Background: an optimization exercise with open tools, aiming at small area, a short achievable clock period and few clock cycles. Do not read the settings as production practice. Function was checked by simulation only, so behaviour that the tests miss may differ from the original. No activity file was given, so power comes from the tool's default toggle rates.

## run 1
## s_core
module s_core(
input wire clk ,
input wire rst_n,
output wire[31:0] o_imem_addr,
input wire[31:0] i_imem_data,
output wire[31:0] o_dmem_addr,
output wire[3:0] o_dmem_we,
output wire[31:0] o_dmem_wdata,
input wire[31:0] i_dmem_rdata
);
export LEC_CHECK = 0
export CAP_MARGIN = 20
export CORE_MARGIN = 2
export CORE_UTILIZATION = 40
export CTS_CLUSTER_DIAMETER = 80
export CTS_CLUSTER_SIZE = 20
export PLACE_DENSITY = 0.6
export SLEW_MARGIN = 20
create_clock -name core_clock -period 28.0 [get_ports {clk}]
standard.sh (not shown) runs the stock make flow with config.mk's settings and CLKGATE_MAP_FILE= SYNTH_SCRIPT=/design/flow/synth_recipe.tcl, a recipe that flattens the netlist after the stock synthesis.
==> flow/flow/run.sh <==
#!/bin/bash
# Standard ORFS layout (the standard.sh, unchanged synthesis), with the
# repair_timing steps asked for extra setup margin so the resizer works on the
# critical paths instead of stopping at the (loose) clock constraint, the port
# buffers made plain buffers instead of the delay cell buffer_ports picks, and
# no gate cloning (clones overloaded their drivers once antenna diodes were
# added). The SDC is the standard flow's own, unchanged. ORFS writes each step's log under
# orfs/logs; make's own output goes to flow_make.log.
set -euo pipefail
cd "$(dirname "$0")/.."
MARGIN=$(cat flow/margin.txt)
bash standard.sh SETUP_SLACK_MARGIN=$MARGIN TNS_END_PERCENT=$(cat flow/tns.txt) SKIP_GATE_CLONING=1 \
  "BUFFER_PORTS_ARGS=-buffer_cell sky130_fd_sc_hd__buf_2" finish > flow_make.log 2>&1
==> flow/flow/margin.txt <==
21.2
==> flow/flow/tns.txt <==
10
Run 1 did not stop at any stage, and its layout met the timing, design-rule and antenna checks.
Testbench counts of run 1, summed over its fixed seeds: cycles 88,639.
## Diff of input files: run 2 against run 1
==> flow/flow/run.sh <==
#!/bin/bash
# Standard ORFS layout (the standard.sh, unchanged synthesis), with the
# repair_timing steps asked for extra setup margin so the resizer works on the
# critical paths instead of stopping at the (loose) clock constraint, and the
# port buffers made plain buffers instead of the delay cell buffer_ports picks.
# The SDC is the standard flow's own, unchanged.
set -euo pipefail
cd "$(dirname "$0")/.."
MARGIN=$(cat flow/margin.txt)
bash standard.sh SETUP_SLACK_MARGIN=$MARGIN TNS_END_PERCENT=$(cat flow/tns.txt) \
  "BUFFER_PORTS_ARGS=-buffer_cell sky130_fd_sc_hd__buf_2" finish > flow_make.log 2>&1
### Flow results
Across run 2 and run 1, a clean result was obtained everywhere but in run 2.
Taking run 1 as the reference, in run 2 via count level, final core utilization moved up, total length of routed wires now sits higher, sequential share of power shrank by 0.2 points.
Sequential share of layout area ends up higher on run 1.
Run 1 was smaller in final cell area than run 2.
| non-clock buffer instance count of the final layout | run 1 vs run 2 | ≈ equal |
Synthesized cell count came out exactly the same in run 2 and run 1.
The following lists how run 3 was set up differently from run 2:
# run 2
export LEC_CHECK = 0
export CAP_MARGIN = 20
export CORE_MARGIN = 2
export CORE_UTILIZATION = 40
export CTS_CLUSTER_DIAMETER = 80
export CTS_CLUSTER_SIZE = 20
export PLACE_DENSITY = 0.6
export SLEW_MARGIN = 20
create_clock -name core_clock -period 28.0 [get_ports {clk}]
# run 3
export LEC_CHECK = 0
export CAP_MARGIN = 30
export CORE_MARGIN = 2
export CORE_UTILIZATION = 40
export CTS_CLUSTER_DIAMETER = 80
export CTS_CLUSTER_SIZE = 20
export PLACE_DENSITY = 0.6
export SLEW_MARGIN = 30
create_clock -name core_clock -period 28.0 [get_ports {clk}]
==> flow/flow/run.sh <==
#!/bin/bash
# Standard ORFS layout (the standard.sh, unchanged synthesis), with the
# repair_timing steps asked for extra setup margin so the resizer works on the
# critical paths instead of stopping at the (loose) clock constraint, the port
# buffers made plain buffers instead of the delay cell buffer_ports picks, and
# no gate cloning (clones overloaded their drivers once antenna diodes were
# added). The SDC is the standard flow's own, unchanged. ORFS writes each step's log under
# orfs/logs; make's own output goes to flow_make.log.
set -euo pipefail
cd "$(dirname "$0")/.."
MARGIN=$(cat flow/margin.txt)
bash standard.sh SETUP_SLACK_MARGIN=$MARGIN TNS_END_PERCENT=$(cat flow/tns.txt) SKIP_GATE_CLONING=1 \
  "BUFFER_PORTS_ARGS=-buffer_cell sky130_fd_sc_hd__buf_2" finish > flow_make.log 2>&1
[summary]
- Run 3 reached the end of the flow, and the finished layout is clean on the timing, design-rule and antenna checks.
- The wire length on met1 number comes out lower for run 2 vs run 3.
- Per the comparison of run 3 with run 2, via count of the first global-routing pass higher; number of buffers and inverters on the critical path went up by 3.

-- separate check: timing with driven ports --
Ports are ideal in the flow. The routed layouts listed here were re-timed in OpenROAD.
Step 1, drivers: a clkbuf_16 drives clk and a buf_2 each remaining input, both assumed.
Step 2 also shifts input and output timing later by t, the mid clock arrival at the registers, as if the neighbouring blocks saw the same clock.
Three values: no drivers, after step 1, after step 2; two values: the first two.
run | shift t [ns] | setup slack, ns | worst hold slack (ns) | worst setup path at the end | worst data-port slew with drivers (ns)
run 1 | 0.816 | 20.868 / 20.868 / 20.295 | 0.346 / 0.346 / 0.346 | input to register | 0.05
run 2 | 0.822 | 20.941 / 20.886 / 20.243 | 0.338 / 0.338 / 0.338 | input to register | 0.05
run 3 | 0.827 | 21.022 / 21.022 / 20.527 | 0.335 / 0.335 / 0.335 | input to register | 0.06
The setup slack of run 2, which loses most, moves by -0.055 ns with the drivers and by -0.698 ns with both steps.
